What follows belongs to an exercise in optimizing a design on an open flow for small area and a short achievable clock period; a production flow would make more cautious choices.
Only simulation tests tie the RTL to the original design; equivalence was not proved.

**flow/config.mk**
```make
export PLATFORM = sky130hd
export DESIGN_NAME = ROTATING_VECTORING
export DESIGN_NICKNAME = ROTATING_VECTORING
export VERILOG_FILES = /design/flow/design.v
export SDC_FILE = /design/flow/constraint.sdc
export NUM_CORES = 4
export LEC_CHECK = 0
export CAP_MARGIN = 20
export CORE_MARGIN = 2
export CORE_UTILIZATION = 40
export SLEW_MARGIN = 20
```
**flow/constraint.sdc**
```tcl
create_clock -name core_clock -period 12.0 [get_ports {clk}]
set_input_delay 2.4000 -clock core_clock [delete_from_list [all_inputs] [get_ports {clk}]]
set_output_delay 2.4000 -clock core_clock [all_outputs]
set_load 0.01 [all_outputs]
```
**flow/design.v**
```verilog
module ROTATING_VECTORING(clk,xi,yi,xf,yf);
 input clk;
 input [15:0] xi,yi;
 output [15:0] xf,yf;
  reg [15:0] a0, b0, c0;    
  reg        n0;            
  wire [15:0] a0n, b0n, c0n;
  addc u_a0(.a(xi), .b(~yi), .ci(1'b1), .s(a0n));
  addc u_b0(.a(xi), .b(yi),  .ci(1'b0), .s(b0n));
  addc u_c0(.a(yi), .b(~xi), .ci(1'b1), .s(c0n));
  always @(posedge clk) begin
    a0 <= a0n; b0 <= b0n; c0 <= c0n; n0 <= yi[15];
  end
  wire [15:0] vx0 = n0 ? a0 : b0;
  wire [15:0] vy0 = n0 ? b0 : c0;
  reg [15:0] vx1r, vy1r;
  wire [15:0] vx1n, vy1n;
  cstep #(1) v1(.x(vx0), .y(vy0), .cw(~vy0[15]), .xo(vx1n), .yo(vy1n));
  always @(posedge clk) begin vx1r <= vx1n; vy1r <= vy1n; end
  wire [15:0] vx1 = vx1r, vy1 = vy1r;
  reg [15:0] vx2r, vy2r;
  wire [15:0] vx2n, vy2n;
  cstep #(2) v2(.x(vx1), .y(vy1), .cw(~vy1[15]), .xo(vx2n), .yo(vy2n));
  always @(posedge clk) begin vx2r <= vx2n; vy2r <= vy2n; end
  wire [15:0] vx2 = vx2r, vy2 = vy2r;
  reg [15:0] vx3r, vy3r;
  wire [15:0] vx3n, vy3n;
  cstep #(3) v3(.x(vx2), .y(vy2), .cw(~vy2[15]), .xo(vx3n), .yo(vy3n));
  always @(posedge clk) begin vx3r <= vx3n; vy3r <= vy3n; end
  wire [15:0] vx3 = vx3r, vy3 = vy3r;
  reg [15:0] vx4r, vy4r;
  wire [15:0] vx4n, vy4n;
  cstep #(4) v4(.x(vx3), .y(vy3), .cw(~vy3[15]), .xo(vx4n), .yo(vy4n));
  always @(posedge clk) begin vx4r <= vx4n; vy4r <= vy4n; end
  wire [15:0] vx4 = vx4r, vy4 = vy4r;
  reg [15:0] vx5r, vy5r;
  wire [15:0] vx5n, vy5n;
  cstep #(5) v5(.x(vx4), .y(vy4), .cw(~vy4[15]), .xo(vx5n), .yo(vy5n));
  reg vx5l;   
  reg [15:6] vx5h;
  always @(posedge clk) begin vx5h <= vx5n[15:6]; vx5l <= |vx5n[5:0]; vy5r <= vy5n; end
  wire [15:0] vy5 = vy5r;
  wire [15:0] sx5 = {{6{vx5h[15]}}, vx5h};
  wire        cx5 = vx5h[15] & vx5l;
  wire [15:0] vy6n;
  addc v6(.a(vy5), .b(sx5 ^ {16{~vy5[15]}}), .ci(cx5 ^ ~vy5[15]), .s(vy6n));
  reg vs6;
  always @(posedge clk) vs6 <= vy6n[15];
  reg vd1_0, vd1_1;
  always @(posedge clk) begin vd1_0 <= n0; vd1_1 <= vy0[15]; end
  reg vd2_0, vd2_1, vd2_2;
  always @(posedge clk) begin vd2_0 <= vd1_0; vd2_1 <= vd1_1; vd2_2 <= vy1[15]; end
  reg vd3_0, vd3_1, vd3_2, vd3_3;
  always @(posedge clk) begin vd3_0 <= vd2_0; vd3_1 <= vd2_1; vd3_2 <= vd2_2; vd3_3 <= vy2[15]; end
  reg [14:0] vp4n;
  always @* begin
    case ({vd3_0, vd3_1, vd3_2, vd3_3, vy3[15]})
      5'd0: vp4n = 15'd9632;
      5'd1: vp4n = 15'd8916;
      5'd2: vp4n = 15'd8206;
      5'd3: vp4n = 15'd7490;
      5'd4: vp4n = 15'd6824;
      5'd5: vp4n = 15'd6108;
      5'd6: vp4n = 15'd5398;
      5'd7: vp4n = 15'd4682;
      5'd8: vp4n = 15'd4318;
      5'd9: vp4n = 15'd3602;
      5'd10: vp4n = 15'd2892;
      5'd11: vp4n = 15'd2176;
      5'd12: vp4n = 15'd1510;
      5'd13: vp4n = 15'd794;
      5'd14: vp4n = 15'd84;
      5'd15: vp4n = 15'd32136;
      5'd16: vp4n = 15'd632;
      5'd17: vp4n = 15'd32684;
      5'd18: vp4n = 15'd31974;
      5'd19: vp4n = 15'd31258;
      5'd20: vp4n = 15'd30592;
      5'd21: vp4n = 15'd29876;
      5'd22: vp4n = 15'd29166;
      5'd23: vp4n = 15'd28450;
      5'd24: vp4n = 15'd28086;
      5'd25: vp4n = 15'd27370;
      5'd26: vp4n = 15'd26660;
      5'd27: vp4n = 15'd25944;
      5'd28: vp4n = 15'd25278;
      5'd29: vp4n = 15'd24562;
      5'd30: vp4n = 15'd23852;
      5'd31: vp4n = 15'd23136;
      default: vp4n = 15'd0;
    endcase
  end
  reg [14:0] vp4;
  always @(posedge clk) vp4 <= vp4n;
  wire [15:0] ca1_s;
  addc u_ca1(.a({1'b0, vp4}), .b(16'd32589), .ci(1'b0), .s(ca1_s));
  wire [14:0] ca1 = ca1_s[14:0];
  wire [15:0] ca2_s;
  addc u_ca2(.a({1'b0, vp4}), .b(16'd179), .ci(1'b0), .s(ca2_s));
  wire [14:0] ca2 = ca2_s[14:0];
  reg [14:0] vp5;
  always @(posedge clk) vp5 <= vy4[15] ? ca1 : ca2;
  wire [15:0] ca3_s;
  addc u_ca3(.a({1'b0, vp5}), .b(16'd32679), .ci(1'b0), .s(ca3_s));
  wire [14:0] ca3 = ca3_s[14:0];
  wire [15:0] ca4_s;
  addc u_ca4(.a({1'b0, vp5}), .b(16'd89), .ci(1'b0), .s(ca4_s));
  wire [14:0] ca4 = ca4_s[14:0];
  reg [14:0] vp6;
  always @(posedge clk) vp6 <= vy5[15] ? ca3 : ca4;
  wire [15:0] ca5_s;
  addc u_ca5(.a({1'b0, vp6}), .b(16'd32724), .ci(1'b0), .s(ca5_s));
  wire [14:0] ca5 = ca5_s[14:0];
  wire [15:0] ca6_s;
  addc u_ca6(.a({1'b0, vp6}), .b(16'd44), .ci(1'b0), .s(ca6_s));
  wire [14:0] ca6 = ca6_s[14:0];
  wire [14:0] thn = vs6 ? ca5 : ca6;   
  wire [15:0] rx0 = a0, ry0 = b0;
  reg [7:1] cw;
  wire [14:0] rn0 = 15'd4500;
  reg [14:0] rn1;
  always @* begin
    case ({cw[1]})
      1'd0: rn1 = 15'd7157;
      1'd1: rn1 = 15'd1843;
      default: rn1 = 15'd0;
    endcase
  end
  reg rb1_1;
  always @(posedge clk) begin rb1_1 <= cw[1]; end
  reg [14:0] rn2;
  always @* begin
    case ({rb1_1, cw[2]})
      2'd0: rn2 = 15'd8561;
      2'd1: rn2 = 15'd5753;
      2'd2: rn2 = 15'd3247;
      2'd3: rn2 = 15'd439;
      default: rn2 = 15'd0;
    endcase
  end
  reg rb2_1, rb2_2;
  always @(posedge clk) begin rb2_1 <= rb1_1; rb2_2 <= cw[2]; end
  reg [14:0] rn3;
  always @* begin
    case ({rb2_1, rb2_2, cw[3]})
      3'd0: rn3 = 15'd9274;
      3'd1: rn3 = 15'd7848;
      3'd2: rn3 = 15'd6466;
      3'd3: rn3 = 15'd5040;
      3'd4: rn3 = 15'd3960;
      3'd5: rn3 = 15'd2534;
      3'd6: rn3 = 15'd1152;
      3'd7: rn3 = 15'd32494;
      default: rn3 = 15'd0;
    endcase
  end
  reg rb3_1, rb3_2, rb3_3;
  always @(posedge clk) begin rb3_1 <= rb2_1; rb3_2 <= rb2_2; rb3_3 <= cw[3]; end
  reg [14:0] rv3;
  always @(posedge clk) rv3 <= rn3;
  wire [15:0] ca7_s;
  addc u_ca7(.a({1'b0, rv3}), .b(16'd32410), .ci(1'b0), .s(ca7_s));
  wire [14:0] ca7 = ca7_s[14:0];
  wire [15:0] ca8_s;
  addc u_ca8(.a({1'b0, rv3}), .b(16'd358), .ci(1'b0), .s(ca8_s));
  wire [14:0] ca8 = ca8_s[14:0];
  wire [14:0] rn4 = cw[4] ? ca7 : ca8;
  reg [14:0] rv4;
  always @(posedge clk) rv4 <= rn4;
  wire [15:0] ca9_s;
  addc u_ca9(.a({1'b0, rv4}), .b(16'd32589), .ci(1'b0), .s(ca9_s));
  wire [14:0] ca9 = ca9_s[14:0];
  wire [15:0] ca10_s;
  addc u_ca10(.a({1'b0, rv4}), .b(16'd179), .ci(1'b0), .s(ca10_s));
  wire [14:0] ca10 = ca10_s[14:0];
  wire [14:0] rn5 = cw[5] ? ca9 : ca10;
  reg [14:0] rv5;
  always @(posedge clk) rv5 <= rn5;
  wire [15:0] ca11_s;
  addc u_ca11(.a({1'b0, rv5}), .b(16'd32679), .ci(1'b0), .s(ca11_s));
  wire [14:0] ca11 = ca11_s[14:0];
  wire [15:0] ca12_s;
  addc u_ca12(.a({1'b0, rv5}), .b(16'd89), .ci(1'b0), .s(ca12_s));
  wire [14:0] ca12 = ca12_s[14:0];
  wire [14:0] rn6 = cw[6] ? ca11 : ca12;
  always @(posedge clk) begin
    cw[1] <= rn0 > thn;
    cw[2] <= rn1 > thn;
    cw[3] <= rn2 > thn;
    cw[4] <= rn3 > thn;
    cw[5] <= rn4 > thn;
    cw[6] <= rn5 > thn;
    cw[7] <= rn6 > thn;
  end
  reg [15:0] rx1r, ry1r;
  wire [15:0] rx1n, ry1n;
  cstep #(1) r1(.x(rx0), .y(ry0), .cw(cw[1]), .xo(rx1n), .yo(ry1n));
  always @(posedge clk) begin rx1r <= rx1n; ry1r <= ry1n; end
  wire [15:0] rx1 = rx1r, ry1 = ry1r;
  reg [15:0] rx2r, ry2r;
  wire [15:0] rx2n, ry2n;
  cstep #(2) r2(.x(rx1), .y(ry1), .cw(cw[2]), .xo(rx2n), .yo(ry2n));
  always @(posedge clk) begin rx2r <= rx2n; ry2r <= ry2n; end
  wire [15:0] rx2 = rx2r, ry2 = ry2r;
  reg [15:0] rx3r, ry3r;
  wire [15:0] rx3n, ry3n;
  cstep #(3) r3(.x(rx2), .y(ry2), .cw(cw[3]), .xo(rx3n), .yo(ry3n));
  always @(posedge clk) begin rx3r <= rx3n; ry3r <= ry3n; end
  wire [15:0] rx3 = rx3r, ry3 = ry3r;
  reg [15:0] rx4r, ry4r;
  wire [15:0] rx4n, ry4n;
  cstep #(4) r4(.x(rx3), .y(ry3), .cw(cw[4]), .xo(rx4n), .yo(ry4n));
  always @(posedge clk) begin rx4r <= rx4n; ry4r <= ry4n; end
  wire [15:0] rx4 = rx4r, ry4 = ry4r;
  reg [15:0] rx5r, ry5r;
  wire [15:0] rx5n, ry5n;
  cstep #(5) r5(.x(rx4), .y(ry4), .cw(cw[5]), .xo(rx5n), .yo(ry5n));
  always @(posedge clk) begin rx5r <= rx5n; ry5r <= ry5n; end
  wire [15:0] rx5 = rx5r, ry5 = ry5r;
  reg [15:0] rx6r, ry6r;
  wire [15:0] rx6n, ry6n;
  cstep #(6) r6(.x(rx5), .y(ry5), .cw(cw[6]), .xo(rx6n), .yo(ry6n));
  always @(posedge clk) begin rx6r <= rx6n; ry6r <= ry6n; end
  wire [15:0] rx6 = rx6r, ry6 = ry6r;
  reg [15:0] rx7r, ry7r;
  wire [15:0] rx7n, ry7n;
  cstep #(7) r7(.x(rx6), .y(ry6), .cw(cw[7]), .xo(rx7n), .yo(ry7n));
  always @(posedge clk) begin rx7r <= rx7n; ry7r <= ry7n; end
  wire [15:0] rx7 = rx7r, ry7 = ry7r;
  assign xf = rx7;
  assign yf = ry7;
endmodule
module cstep #(parameter K = 1) (
  input  [15:0] x, y,
  input         cw,
  output [15:0] xo, yo);
  wire [31:0] ex = {{16{x[15]}}, x} >> K;
  wire [31:0] ey = {{16{y[15]}}, y} >> K;
  wire [15:0] sx = ex[15:0];
  wire [15:0] sy = ey[15:0];
  wire cx = x[15] & (|x[K-1:0]);
  wire cy = y[15] & (|y[K-1:0]);
  addc ax(.a(x), .b(sy ^ {16{~cw}}), .ci(cy ^ ~cw), .s(xo));
  addc ay(.a(y), .b(sx ^ {16{cw}}),  .ci(cx ^ cw),  .s(yo));
endmodule
module addc(input [15:0] a, input [15:0] b, input ci, output [15:0] s);
  wire [16:0] g0 = {a & b, ci};
  wire [16:0] p0 = {a ^ b, 1'b0};
  wire [16:0] g1, p1, g2, p2, g3, p3, g4, p4, g5, p5;
  sklev #(0) l0(.gi(g0), .pi(p0), .go(g1), .po(p1));
  sklev #(1) l1(.gi(g1), .pi(p1), .go(g2), .po(p2));
  sklev #(2) l2(.gi(g2), .pi(p2), .go(g3), .po(p3));
  sklev #(3) l3(.gi(g3), .pi(p3), .go(g4), .po(p4));
  sklev #(4) l4(.gi(g4), .pi(p4), .go(g5), .po(p5));
  assign s = a ^ b ^ g5[15:0];
endmodule
module sklev #(parameter L = 0) (input [16:0] gi, pi, output [16:0] go, po);
  genvar i;
  generate
    for (i = 0; i < 17; i = i + 1) begin : nd
      if ((i >> L) & 1) begin : c
        assign go[i] = gi[i] | (pi[i] & gi[((i >> L) << L) - 1]);
        assign po[i] = pi[i] & pi[((i >> L) << L) - 1];
      end else begin : t
        assign go[i] = gi[i];
        assign po[i] = pi[i];
      end
    end
  endgenerate
endmodule
```
**flow/flow/run.sh**
```bash
#!/bin/bash
# Own layout flow: the standard ORFS flow, with timing repair aimed at a
# slack margin below the clock period and stronger port buffers.
set -euo pipefail
export SETUP_SLACK_MARGIN=8.0
export BUFFER_PORTS_ARGS="-buffer_cell sky130_fd_sc_hd__buf_2"
bash standard.sh > standard_flow.log 2>&1
```
**flow/standard.sh**
```bash
#!/bin/bash
# synth_recipe.tcl (not shown) runs the flow's synth.tcl, then flattens the netlist and writes it again
# the make line also repeats each setting of config.mk as NAME=value (left out here)
make -C /OpenROAD-flow-scripts/flow DESIGN_CONFIG=/design/flow/config.mk WORK_HOME=/design/flow/orfs CLKGATE_MAP_FILE= SYNTH_SCRIPT=/design/flow/synth_recipe.tcl "${@:-finish}"
```
==> summary.md, run 1 <==
| Metric | Value |
|---|---|
| Die height | 303 um |
| Routed wire per std cell | between 10 and 15 um |
| Met1 wire length | between 30000 and 40000 um |
| Global route overflow | 0 |
| Vias in the first global route | 23700 |
| CTS tree | done |
| FMAX | about 260 MHz |
| Total negative slack | 0 ps |
| Flops & latches, synth | roughly 540 |
| Post-CTS Hold Buffers | 0 |
| Layout cells sized above 1 | between 7 and 8% |
| Main flop type after synthesis | dfxtp_1 |
| Via density | around 4.7 |
| Metal3 WL | between 1500 and 2000 um |
| Max clock buf depth | 3 |
| Maxcap violations | 0 |
| Asr flop ratio synth | 0% |
| Dpl hpwl | between 50000 and 60000 um |
| Die area | 0.0918 mm2 |
| DR iter-0 viols | 1024 |
| Design area | 0.0396 mm2 |
| Number of synthesized flops with an enable pin | 0 |
| Gate Count Post-Synth | approximately 3800 |
| Final Cycle Share | approximately 32% |
| Starting density of the core | approximately 40% |
| Worst-Margin Slew | around 900 ps |
| Critical Path AT | 4370 ps |
| CTS Buf Count | 58 |
| Sequential share of the synthesized area | between 30% and 40% |
| Mapped Area | 0.0358 mm2 |
| Std cell rows | ~110 |
| GRT Overall Usage | between 10% and 20% |
| Endpoints failing hold | 0 |
| Setup violators final | 0 |
| Total Routed Length | slightly below 70000 um |
| Final hold slack | 328 ps |
| Slew headroom | 39.8% |
| First-pass GRT wire length | around 120000 um |
| Met2 routed wirelength | between 30000 and 40000 um |
| Flop-to-flop setup slack | roughly 8300 ps |
| ANT cells | 0 |
| Final Wtd Congestion | 0.826 |
| DRT antenna net count | 0 |
| Avg Inst Size Synth | approximately 9.5 um2 |
| Routed vias | about 24000 |
| Synth-to-layout area growth | 10.8% |
| Htree depth | 2 |
| Pre-antenna DRT Iters | 5 |
| Largest net degree at the start of global routing | 47 |
| Crit-path max FO | 5 |
| HP Class | reg -> reg |
| Latest clock arrival within the worst-skew pair | between 600 and 700 ps |
| Die X | between 300 and 400 um |
| Core area | between 0.08 and 0.09 mm2 |
| # DRC | 0 |
| Finished Layout Cells | 5065 |
| Post-Place Cell Area | 0.0375 mm2 |
| Unrepaired setup endpoints after global routing | false |
| Required @ worst endpoint | 12490 ps |
| Crit start category | primary input |
| TritonCTS Sinks | approximately 540 |
| CP Capture Type | flip-flop |
| Slew Limit Fails | 0 |
| CP Class | in -> reg |
| Status | no timing/DRC/antenna violations |
| I/O pins | between 60 and 70 |
| Unique cell type count in the Yosys netlist | between 70 and 80 |
| Synth warnings | 1 |
| Root buffer cell | clkbuf_16 |
| CTS clk-pin slew, worst paths | about 60 ps |
| DR top layer | met4 |
| Period minus WS final | between 3000 and 4000 ps |
| Nets@finish | between 4000 and 5000 |
| Placed cell count | approximately 5000 |
| # port buffers | 64 |
| Commonest non-fill, non-tap cell in the layout | dfxtp_1 |
| Initial antenna violation count | 0 |
| Clk_skew | approximately 34 ps |
| Commonest cells after routing, fill and taps aside | dfxtp_1, ha_1, xnor2_1 |
## kinds of logic (layout without fill, tap and decap cells)
group	Yosys count	count (layout)	synth area share [%]
DFF	542	542	30.3
xor gates and xnor gates	694	694	17.1
and+or+nand+nor	678	678	9.34
AOI/OAI and AO/OA	728	728	13.3
muxes	54	54	1.59
other	1	2	0.0105
adders and majority gates	607	607	23.4
buffers and inverters	472	595	4.96
## synth_stat cells (all sizes together) (67+ instances only)
cell	n	area, um2
o21a	101	758
fa	105	2100
xor2	238	2110
ha	499	6240
o21ai	177	886
a21oi	175	876
nor2	215	807
a21o	67	503
nand2	127	477
dfxtp	542	10900
inv	392	1470
xnor2	456	3990
nor2b	77	482
## worst max-delay path: stages
cell and delay, ps:
buf_4 140, inv_2 90, ha_4 210, nor2b_1 120, o21ai_0 220, a21o_1 220
a21bo_2 170, a31oi_1 120, or3_1 380, a31oi_1 210, xnor2_1 90
## layout make-up
cell class | count | area (um2)
sequential | 542 | 10900
fill | 8509 | 48900
timing repair buffer | 94 | 568
inverter | 393 | 1500
clock inverter | 24 | 272
tap | 1165 | 1460
multi-input combinational | 2763 | 23300
clock buffer | 84 | 1720
## metrics by stage
step,setup slack (ps),util [%]
2_1_floorplan,7840,-
3_3_place_gp,7190,42.4
3_5_place_dp,7090,42.4
4_1_cts,7990,44.7
5_1_grt,8010,44.8
6_report,8120,44.8
## what timing repair did
action | 4_1_cts | 5_1_grt
pin swaps | 4 | 4
buffers inserted | 2 | 4
setup endpoints to repair | 6 | 26
resized for setup | 8 | 14
## metal layers
layer,vias to the layer above,track usage (%)
li1,12800,-
met2,240,26.2
met5,-,0
met3,101,1.78
met4,0,4.46
met1,10800,19.5
## final timing paths
check | startpoint | to | depth (start not counted)
hold / removal | vd2_1$_DFF_P_ | vd3_1$_DFF_P_ | 0
hold reg to reg | vd2_1$_DFF_P_ | vd3_1$_DFF_P_ | 0
setup / recovery | xi[1] | c0[14]$_DFF_P_ | 11
setup reg to reg | n0$_DFF_P_ | vy1r[15]$_DFF_P_ | 14
==> inputs of run 2 (changes only) <==
==> flow/flow/run.sh (replaced) <==
#!/bin/bash
# Own layout flow: the standard ORFS flow, with timing repair aimed at a
# slack margin below the clock period and stronger port buffers.
set -euo pipefail
export SETUP_SLACK_MARGIN=9.2
export BUFFER_PORTS_ARGS="-buffer_cell sky130_fd_sc_hd__buf_2"
bash standard.sh > standard_flow.log 2>&1
==> summary.md, run 2 <==
| Metric | Value |
|---|---|
| Total Routed Length | 77100 um (+14%) |
| DR iter-0 viols | 808 (-21%) |
| Gate Count Post-Synth | 3776 (unchanged) |
| Nets@finish | 4725 (+5.3%) |
| Routed wire per std cell | 14.6 um (+8.6%) |
| Worst-Margin Slew | 939 ps (+37.0 ps) |
| Worst r2r src | rx6r[2]$_DFF_P_ |
| Count leader, synth | dfxtp_1 |
| Met1 GRT Util | 20.7% (+1.2 points) |
| Final hold slack | 328 ps (+0.0380 ps) |
| Seq. cell area | 0.0110 mm2 (+0.81%) |
| # DRC | 0 (unchanged) |
| Required @ worst endpoint | 12480 ps (about the same) |
| Latest clock arrival within the worst-skew pair | 630 ps (about the same) |
| Post-CTS Hold Buffers | 0 (unchanged) |
| Crit-path leading delay family | compound AO/OA/AOI/OAI gates |
| Avg Inst Size Synth | 9.47 um2 (unchanged) |
| Std cell rows | 109 (unchanged) |
| TritonCTS Sinks | 542 (unchanged) |
| Finished Layout Cells | 5298 (+4.6%) |
| Final Cycle Share | 31.4% (-0.86 points) |
| Post-synthesis adder-cell area fraction | 23.4% (unchanged) |
| Fillers | 7895 (-7.2%) |
| Hold Path Sink | vd3_2$_DFF_P_ |
| ANT cells | 0 (unchanged) |
| Synth area leaders | dfxtp_1, ha_1, xnor2_1, fa_1, xor2_1 |
| Sequential share of the synthesized area | 30.3% (unchanged) |
| Worst-case reg-to-reg path depth | 13 (-1) |
| Period minus WS final | 3770 ps (-104 ps) |
| Initial antenna violation count | 0 (unchanged) |
| Flops & latches, synth | 542 (unchanged) |
| Slew Limit Fails | 0 (unchanged) |
| Hold depth | 0 (unchanged) |
| Crit start category | primary input |
| CTS clk-pin slew, worst paths | 60 ps (about the same) |
| Synth-to-layout area growth | 25.8% |
| Unique cell type count in the Yosys netlist | 72 (unchanged) |
| Layout cells sized above 1 | 23.6% (+16 points) |
| Maxcap violations | 0 (unchanged) |
| CP Cell Sequence | buf_12 > inv_12 > ha_4 > buf_6 > nor2b_1 > o21ai_1 > a21o_1 > a21bo_4 > a31oi_4 > or3_4 > a31oi_2 > xnor2_1 |
| Number of synthesized flops with an enable pin | 0 (unchanged) |
| Number of cells on the critical path | 12 (+1) |
| CP max-delay cell | or3_4 |
| Synth Area in XOR/XNOR | 17.1% (unchanged) |
| Routed vias | 25400 (+6.1%) |
| Flop-to-flop setup slack | 8820 ps (+510 ps) |
| Die height | 303 um (unchanged) |
| Main flop type after synthesis | dfxtp_1 |
| Pre-antenna DRT Iters | 5 (unchanged) |
| DRT antenna net count | 0 (unchanged) |
| Commonest non-fill, non-tap cell in the layout | dfxtp_1 |
| CTS tree | done |
| Largest family of logic cells by synthesized area | adder cells |
| Final Wtd Congestion | 0.834 (+0.91%) |
| Status | no timing/DRC/antenna violations |
| Compound-Gate Fraction of Synth Area | 13.3% (unchanged) |
| FMAX | 265 MHz (+2.7%) |
| Total negative slack | 0 ps (unchanged) |
| Die area | 0.0918 mm2 (unchanged) |
| HP Class | reg -> reg |
| Design area | 0.0450 mm2 (+13%) |
| Core area | 0.0885 mm2 (unchanged) |
| I/O pins | 65 (unchanged) |
| Clk_skew | 32.7 ps (-1.64 ps) |
| Unrepaired setup endpoints after global routing | true |
| Root buffer cell | clkbuf_16 |
| Synth area leader | dfxtp_1 |
| CP Capture Type | flip-flop |
| Crit Reg-Reg Endpoint | ry7r[15]$_DFF_P_ |
| Met2 Usage GRT | 29.4% (+3.2 points) |
| Top cells by instance count after synthesis | dfxtp_1, ha_1, xnor2_1 |
| Crit-path max FO | 3 (-2) |
| Setup violators final | 0 (unchanged) |
| Critical Path AT | 4260 ps (-110 ps) |
| CP Class | in -> reg |
| Starting density of the core | 40.4% (unchanged) |
| GRT Overall Usage | 16.5% (+1.4 points) |
| Die X | 303 um (unchanged) |
| Share of the synthesized area in the top cell type | 30.3% (unchanged) |
| Area of the multi-input gates | 0.0259 mm2 (+11%) |
| First-pass GRT wire length | 125000 um (+8.2%) |
| Slew headroom | 37.3% (-2.5 points) |
| Post-Place Cell Area | 0.0379 mm2 (+1.1%) |
| Largest net degree at the start of global routing | 41 (-13%) |
| Vias in the first global route | 25200 (+6.5%) |
| Min-delay src | vd2_2$_DFF_P_ |
| GRT met3 Usage | 1.85% (+0.064 points) |
| Post-synthesis simple-gate area fraction | 9.34% (unchanged) |
| Placed cell count | 4948 (-0.061%) |
| CTS Buf Count | 58 (unchanged) |
| Endpoints failing hold | 0 (unchanged) |
| Crit path from | xi[1] |
| Mux cell area share after synthesis | 1.59% (unchanged) |
| Htree depth | 2 (unchanged) |
| Synth warnings | 1 (unchanged) |
| Worst path max stage delay | 360 ps (-20 ps) |
| Commonest cells after routing, fill and taps aside | dfxtp_1, ha_1, xnor2_1 |
| Global route overflow | 0 (unchanged) |
| Asr flop ratio synth | 0% (unchanged) |
| Dpl hpwl | 55800 um (+0.60%) |
| GR peak layer | met2 |
| Mapped Area | 0.0358 mm2 (unchanged) |
| # port buffers | 64 (unchanged) |
| Via density | 4.79 (+1.5%) |
| WP buf/inv | 3 (+1) |
| Max clock buf depth | 3 (unchanged) |
## run 2: cell counts after synthesis
Identical to the previous run, type by type.
## run 2: layout make-up
type	instances	area share, %
clock buffer	79	3.76
clock inverter	26	0.723
inverter	393	3.44
multi-input combinational	2763	57.6
sequential	542	24.3
tap	1165	3.24
timing repair buffer	330	6.88
## run 2: worst max-delay path by stage
stage / slack [ps] / to
6_report: 8230 / c0[14]$_DFF_P_
5_1_grt: 8180 / b0[14]$_DFF_P_
4_1_cts: 8270 / b0[14]$_DFF_P_
3_5_place_dp: 7070 / b0[14]$_DFF_P_
3_3_place_gp: 7140 / b0[14]$_DFF_P_
2_1_floorplan: 7840 / c0[14]$_DFF_P_
## run 2: what timing repair did
| item | 4_1_cts | 5_1_grt |
|---|---|---|
| cloned | 10 | 1 |
| setup buffers | 162 | 72 |
| gates resized for setup | 367 | 297 |
| pin swaps | 180 | 214 |
| setup endpoints to repair | 311 | 266 |
## run 2: cell families (layout without fill, tap and decap cells)
group,count (synthesis),after routing
xor+xnor,694,694
other cells,1,2
compound gates,728,728
buf+inv,472,828
flops,542,542
simple gates,678,678
fa+ha+maj,607,607
mux,54,54
## run 2: metrics by stage
| step | worst slack [ps] | util, % |
|---|---|---|
| 4_1_cts | 8270 | 48.7 |
| 3_5_place_dp | 7070 | 42.9 |
| 2_1_floorplan | 7840 | - |
| 5_1_grt | 8180 | 50.8 |
| 3_3_place_gp | 7140 | 42.9 |
| 6_report | 8230 | 50.8 |
## run 2: per-layer routing
metal  wire (um)  up-vias
li1            -    13300
met1       35100    11700
met2       37900      275
met3        1790      133
met4        2290        0
met5           0        -
==> inputs of run 3 (changes only) <==
==> flow/flow/run.sh (replaced) <==
#!/bin/bash
# Own layout flow: the standard ORFS flow, with timing repair aimed at a
# slack margin below the clock period and stronger port buffers.
set -euo pipefail
export SETUP_SLACK_MARGIN=8.6
export BUFFER_PORTS_ARGS="-buffer_cell sky130_fd_sc_hd__buf_2"
bash standard.sh > standard_flow.log 2>&1
==> summary.md, run 3 <==
| Metric | Value |
|---|---|
| Status | no timing/DRC/antenna violations |
| DR iter-0 viols | 927 (+15%) |
| FMAX | 265 MHz (about the same) |
| Worst-Margin Slew | 903 ps (-36.0 ps) |
| Crit-path max FO | 2 (-1) |
| Vias in the first global route | 23800 (-5.7%) |
| GRT Overall Usage | 15.2% (-1.2 points) |
| Root buffer cell | clkbuf_16 |
| Die area | 0.0918 mm2 (unchanged) |
| Final hold slack | 327 ps (-0.746 ps) |
| Crit start category | primary input |
| Mapped Area | 0.0358 mm2 (unchanged) |
| Gate Count Post-Synth | 3776 (unchanged) |
| Avg Inst Size Synth | 9.47 um2 (unchanged) |
| Die X | 303 um (unchanged) |
| Commonest cells after routing, fill and taps aside | dfxtp_1, ha_1, xnor2_1 |
| Synth area leader | dfxtp_1 |
| I/O pins | 65 (unchanged) |
| Commonest non-fill, non-tap cell in the layout | dfxtp_1 |
| Starting density of the core | 40.4% (unchanged) |
| Pre-antenna DRT Iters | 5 (unchanged) |
| Clk_skew | 28.1 ps (-4.60 ps) |
| Flops & latches, synth | 542 (unchanged) |
| Latest clock arrival within the worst-skew pair | 630 ps (about the same) |
| Total Routed Length | 70700 um (-8.3%) |
| Dpl hpwl | 55400 um (-0.76%) |
| Initial antenna violation count | 0 (unchanged) |
| Required @ worst endpoint | 12500 ps (+20 ps) |
| Synth warnings | 1 (unchanged) |
| CP Capture Type | flip-flop |
| Nets@finish | 4543 (-3.9%) |
| CTS Buf Count | 60 (+3.4%) |
| Htree depth | 2 (unchanged) |
| Critical Path AT | 4270 ps (about the same) |
| Asr flop ratio synth | 0% (unchanged) |
| Largest net degree at the start of global routing | 47 (+15%) |
| # DRC | 0 (unchanged) |
| Via density | 4.74 (-0.94%) |
| Slew Limit Fails | 0 (unchanged) |
| HP Class | reg -> reg |
| Synth area leaders | dfxtp_1, ha_1, xnor2_1, fa_1, xor2_1 |
| Sequential share of the synthesized area | 30.3% (unchanged) |
| Share of the synthesized area in the top cell type | 30.3% (unchanged) |
| Unique cell type count in the Yosys netlist | 72 (unchanged) |
| Period minus WS final | 3770 ps (+1.19 ps) |
| ANT cells | 0 (unchanged) |
| Setup violators final | 0 (unchanged) |
| Final Core Density | 46.8% (-4.1 points) |
| Fillers | 8207 (+4.0%) |
| Final Cycle Share | 31.5% (about the same) |
| Layout cells sized above 1 | 11.9% (-12 points) |
| Routed wire per std cell | 13.8 um (-5.1%) |
| Std cell rows | 109 (unchanged) |
| Slew headroom | 39.7% (+2.4 points) |
| DRT antenna net count | 0 (unchanged) |
| TritonCTS Sinks | 542 (unchanged) |
| CP Class | in -> reg |
| Max clock buf depth | 3 (unchanged) |
| Final Wtd Congestion | 0.835 (+0.11%) |
| Count leader, synth | dfxtp_1 |
| Die height | 303 um (unchanged) |
| Synth-to-layout area growth | 15.7% |
| Endpoints failing hold | 0 (unchanged) |
| First-pass GRT wire length | 116000 um (-7.0%) |
| Global route overflow | 0 (unchanged) |
| # port buffers | 64 (unchanged) |
| Post-CTS Hold Buffers | 0 (unchanged) |
| CTS tree | done |
| Main flop type after synthesis | dfxtp_1 |
| Number of synthesized flops with an enable pin | 0 (unchanged) |
| Top cells by instance count after synthesis | dfxtp_1, ha_1, xnor2_1 |
| Maxcap violations | 0 (unchanged) |
| CTS clk-pin slew, worst paths | 60 ps (about the same) |
| Routed vias | 24300 (-4.3%) |
| Unrepaired setup endpoints after global routing | true |
| Total negative slack | 0 ps (unchanged) |
| Core area | 0.0885 mm2 (unchanged) |
==> run 3: cell counts after synthesis <==
No cell type changed its count.
==> run 3: path summary, 6_finish.rpt <==
path,from,slack (ps),endpoint,cells after the start
hold / removal,vd2_1$_DFF_P_,330,vd3_1$_DFF_P_,0
hold reg to reg,vd2_1$_DFF_P_,330,vd3_1$_DFF_P_,0
setup reg to reg,b0[15]$_DFF_P_,8630,vy1r[15]$_DFF_P_,13
setup / recovery,xi[1],8230,a0[14]$_DFF_P_,12
==> run 3: logic make-up (layout without fill, tap and decap cells) <==
family	count (synthesis)	in the layout	synth area share (%)
other cells	1	2	0.0105
mux	54	54	1.59
buf+inv	472	651	4.96
flops	542	542	30.3
compound gates	728	728	13.3
simple gates	678	678	9.34
xor+xnor	694	694	17.1
fa+ha+maj	607	607	23.4
==> run 3: cell type report <==
cell class              count  area, um2  share of cell area (%)
multi-input cells        2763      23900                    57.8
flip-flops and latches    542      10900                    26.3
clock buffers              78       1710                    4.13
inverters                 393       1520                    3.67
well taps                1165       1460                    3.52
repair buffers            146       1370                    3.30
clock inverters            34        520                    1.26
==> run 3: per-stage QoR <==
stage	cells	area [um2]	setup WS, ps
3_5_place_dp	4952	37600	7060
4_1_cts	5087	40400	8250
3_3_place_gp	4952	37600	7150
6_report	5121	41400	8230
2_1_floorplan	3777	35900	7840
5_1_grt	5121	41400	8180
==> run 3: layer usage <==
metal / global-route usage, % / wire (um) / vias up
met4: 5.28 / 2210 / 0
met5: 0 / 0 / -
met1: 19.6 / 33400 / 11000
met3: 1.93 / 1840 / 122
met2: 26.1 / 33200 / 261
li1: - / - / 12900
==> run 3: critical path: stages <==
cell	delay, ps
buf_12	110
inv_12	40
ha_4	190
buf_6	110
nor2b_4	120
o21ai_2	140
a21o_1	190
a21bo_2	220
a31oi_4	110
or3_4	380
a31oi_4	170
xnor2_1	80
==> run 3: timing repair <==
action                                 in CTS  in global routing
gates cloned                                1                  5
setup endpoints to repair                 147                128
pin swaps                                  26                 51
buffers inserted                           22                 29
endpoints found under the hold margin       0                  0
gates resized for setup                    92                154
==> inputs of run 4 (changes only) <==
==> flow/run.sh (new file) <==
#!/bin/bash
# synth_recipe.tcl (not shown) runs the flow's synth.tcl, then flattens the netlist and writes it again
# the make line also repeats each setting of config.mk as NAME=value (left out here)
make -C /OpenROAD-flow-scripts/flow DESIGN_CONFIG=/design/flow/config.mk WORK_HOME=/design/flow/orfs CLKGATE_MAP_FILE= SYNTH_SCRIPT=/design/flow/synth_recipe.tcl finish
removed: flow/flow/run.sh
removed: flow/standard.sh
==> summary.md, run 4 <==
| Metric | Value |
|---|---|
| Crit-path max FO | 5 (+3) |
| Die X | 303 um (unchanged) |
| Total negative slack | 0 ps (unchanged) |
| Global route overflow | 0 (unchanged) |
| Setup violators final | 0 (unchanged) |
| CTS Buf Count | 59 (-1.7%) |
| First-pass GRT wire length | 114000 um (-1.7%) |
| Dpl hpwl | 55300 um (-0.14%) |
| Top cells by instance count after synthesis | dfxtp_1, ha_1, xnor2_1 |
| HP Class | reg -> reg |
| CP Capture Type | flip-flop |
| # DRC | 0 (unchanged) |
| Worst-Margin Slew | 973 ps (+70.8 ps) |
| Starting density of the core | 40.4% (unchanged) |
| Number of synthesized flops with an enable pin | 0 (unchanged) |
| I/O pins | 65 (unchanged) |
| Slew Limit Fails | 0 (unchanged) |
| Count leader, synth | dfxtp_1 |
| Htree depth | 2 (unchanged) |
| Post-CTS Resized | 0 (-100%) |
| Unrepaired setup endpoints after global routing | false |
| Sequential share of the synthesized area | 30.3% (unchanged) |
| Asr flop ratio synth | 0% (unchanged) |
| Latest clock arrival within the worst-skew pair | 640 ps (about the same) |
| Synth-to-layout area growth | 11.3% |
| ANT cells | 0 (unchanged) |
| Routed vias | 24000 (-1.4%) |
| Final Wtd Congestion | 0.834 (-0.11%) |
| Hold depth | 0 (unchanged) |
| Core area | 0.0885 mm2 (unchanged) |
| DR iter-0 viols | 880 (-5.1%) |
| Unique cell type count in the Yosys netlist | 72 (unchanged) |
| Synth warnings | 1 (unchanged) |
| CP Class | in -> reg |
| Nets@finish | 4485 (-1.3%) |
| Layout cells sized above 1 | 4.91% (-7.0 points) |
| Main flop type after synthesis | dfxtp_1 |
| Mapped Area | 0.0358 mm2 (unchanged) |
| Status | no timing/DRC/antenna violations |
| Std cell rows | 109 (unchanged) |
| Commonest cells after routing, fill and taps aside | dfxtp_1, ha_1, xnor2_1 |
| Endpoints failing hold | 0 (unchanged) |
| # port buffers | 64 (unchanged) |
| Maxcap violations | 0 (unchanged) |
| FMAX | 201 MHz (-24%) |
| Vias in the first global route | 23500 (-1.1%) |
| Total Routed Length | 67700 um (-4.3%) |
| Synth area leader | dfxtp_1 |
| Avg Inst Size Synth | 9.47 um2 (unchanged) |
| Postcts setup bufs | 0 (-100%) |
| Die height | 303 um (unchanged) |
| Initial antenna violation count | 0 (unchanged) |
| Commonest non-fill, non-tap cell in the layout | dfxtp_1 |
| Critical Path AT | 5510 ps (+1240 ps) |
| GRT Overall Usage | 14.9% (-0.29 points) |
| Gate Count Post-Synth | 3776 (unchanged) |
| Max clock buf depth | 3 (unchanged) |
| Crit start category | primary input |
| Die area | 0.0918 mm2 (unchanged) |
| CTS tree | done |
| Slew headroom | 35.0% (-4.7 points) |
| Flops & latches, synth | 542 (unchanged) |
| Pre-antenna DRT Iters | 5 (unchanged) |
| Clk_skew | 38.4 ps (+10.3 ps) |
| Synth area leaders | dfxtp_1, ha_1, xnor2_1, fa_1, xor2_1 |
| Required @ worst endpoint | 12520 ps (+20 ps) |
| Routed wire per std cell | 13.4 um (-3.1%) |
| Final Cycle Share | 41.5% (+10 points) |
| TritonCTS Sinks | 542 (unchanged) |
| Worst-case reg-to-reg path depth | 14 (+1) |
| Via density | 4.74 (-0.12%) |
| Root buffer cell | clkbuf_16 |
| Share of the synthesized area in the top cell type | 30.3% (unchanged) |
| Period minus WS final | 4990 ps (+1210 ps) |
| Largest net degree at the start of global routing | 47 (unchanged) |
| Post-CTS Hold Buffers | 0 (unchanged) |
| CTS clk-pin slew, worst paths | 60 ps (about the same) |
| DRT antenna net count | 0 (unchanged) |
-- run 4: layout make-up --
type	instances	area, um2
clock buffer	77	1630
fill	8491	48700
timing repair buffer	89	828
tap	1165	1460
multi-input combinational	2763	23200
inverter	393	1480
clock inverter	29	385
sequential	542	10900
-- run 4: path summary, 6_finish.rpt --
kind	slack, ps	end	startpoint
worst min-delay path	330	vd2_1$_DFF_P_	vd1_1$_DFF_P_
worst max register to register	7920	vy1r[15]$_DFF_P_	n0$_DFF_P_
worst max-delay path	7010	b0[14]$_DFF_P_	xi[1]
worst min register to register	330	vd2_1$_DFF_P_	vd1_1$_DFF_P_
-- run 4: routing by layer --
layer	vias up	part of all wire [%]	global-route usage (%)
met4	0	3.0	4.79
met1	10800	48	19.0
met5	-	0	0
li1	12800	-	-
met2	250	47	26.2
met3	112	2.5	1.76
-- run 4: cell families after synthesis --
| logic type | after synthesis | share of synthesized area, % |
|---|---|---|
| AO/OA/AOI/OAI | 728 | 13.3 |
| XOR/XNOR | 694 | 17.1 |
| AND/OR/NAND/NOR | 678 | 9.34 |
| adder cells (fa/ha/maj) | 607 | 23.4 |
| flip-flops | 542 | 30.3 |
| buffers and inverters | 472 | 4.96 |
| multiplexers | 54 | 1.59 |
| other | 1 | 0.0105 |
-- run 4: through the flow --
| stage | instances | hold WS [ps] | cell area, um2 | utilization, % | setup WS (ps) |
|---|---|---|---|---|---|
| after global placement | 4952 | 311 | 37800 | 42.7 | 6380 |
| after global routing | 5058 | 330 | 39800 | 45.0 | 6740 |
| after detailed placement | 4952 | 313 | 37800 | 42.7 | 6300 |
| final | 5058 | 327 | 39800 | 45.0 | 7010 |
| after CTS | 5058 | 328 | 39800 | 45.0 | 6960 |
| after floorplan | 3777 | 310 | 35800 | - | 7660 |
-- run 4: critical path, stage by stage --
cell and delay [ps]:
clkdlybuf4s50_1 610, inv_1 130, ha_1 330, nor2b_1 50
o21bai_1 170, a21oi_1 110, o41ai_1 590, a211oi_1 210
o31ai_1 480, nand2_1 160, o311ai_1 260

-- port drivers added, routing unchanged --
Ports are ideal in the flow. The routed layouts listed here were re-timed in OpenROAD.
Step 1 assumes that a clkbuf_16 drives the clock port and a buf_2 every other input.
Step 2, shift: input delay + t, output delay - t, t = (earliest + latest rising clock arrival at the registers) / 2. This alone moves slack from input paths to output paths.
a / b / c = ideal ports / drivers / drivers and shift; a / b = the first two.
| run | t, ns | slack for setup (ns) | worst hold slack (ns) | latest minus earliest clock arrival (ns) |
|---|---|---|---|---|
| run 1 | 0.674 | 8.123 / 8.145 / 7.471 | 0.328 / 0.328 / 0.328 | 0.038 / 0.038 |
| run 2 | 0.674 | 8.227 / 8.218 / 7.543 | 0.328 / 0.328 / 0.328 | 0.039 / 0.039 |
| run 3 | 0.677 | 8.226 / 8.215 / 7.537 | 0.327 / 0.327 / 0.327 | 0.029 / 0.029 |
| run 4 | 0.672 | 7.014 / 7.025 / 6.353 | 0.327 / 0.327 / 0.327 | 0.041 / 0.041 |
After both steps setup and hold are still met in every run listed. For run 3, which loses most, drivers alone change the setup slack by -0.011 ns; drivers and shift together by -0.689 ns.
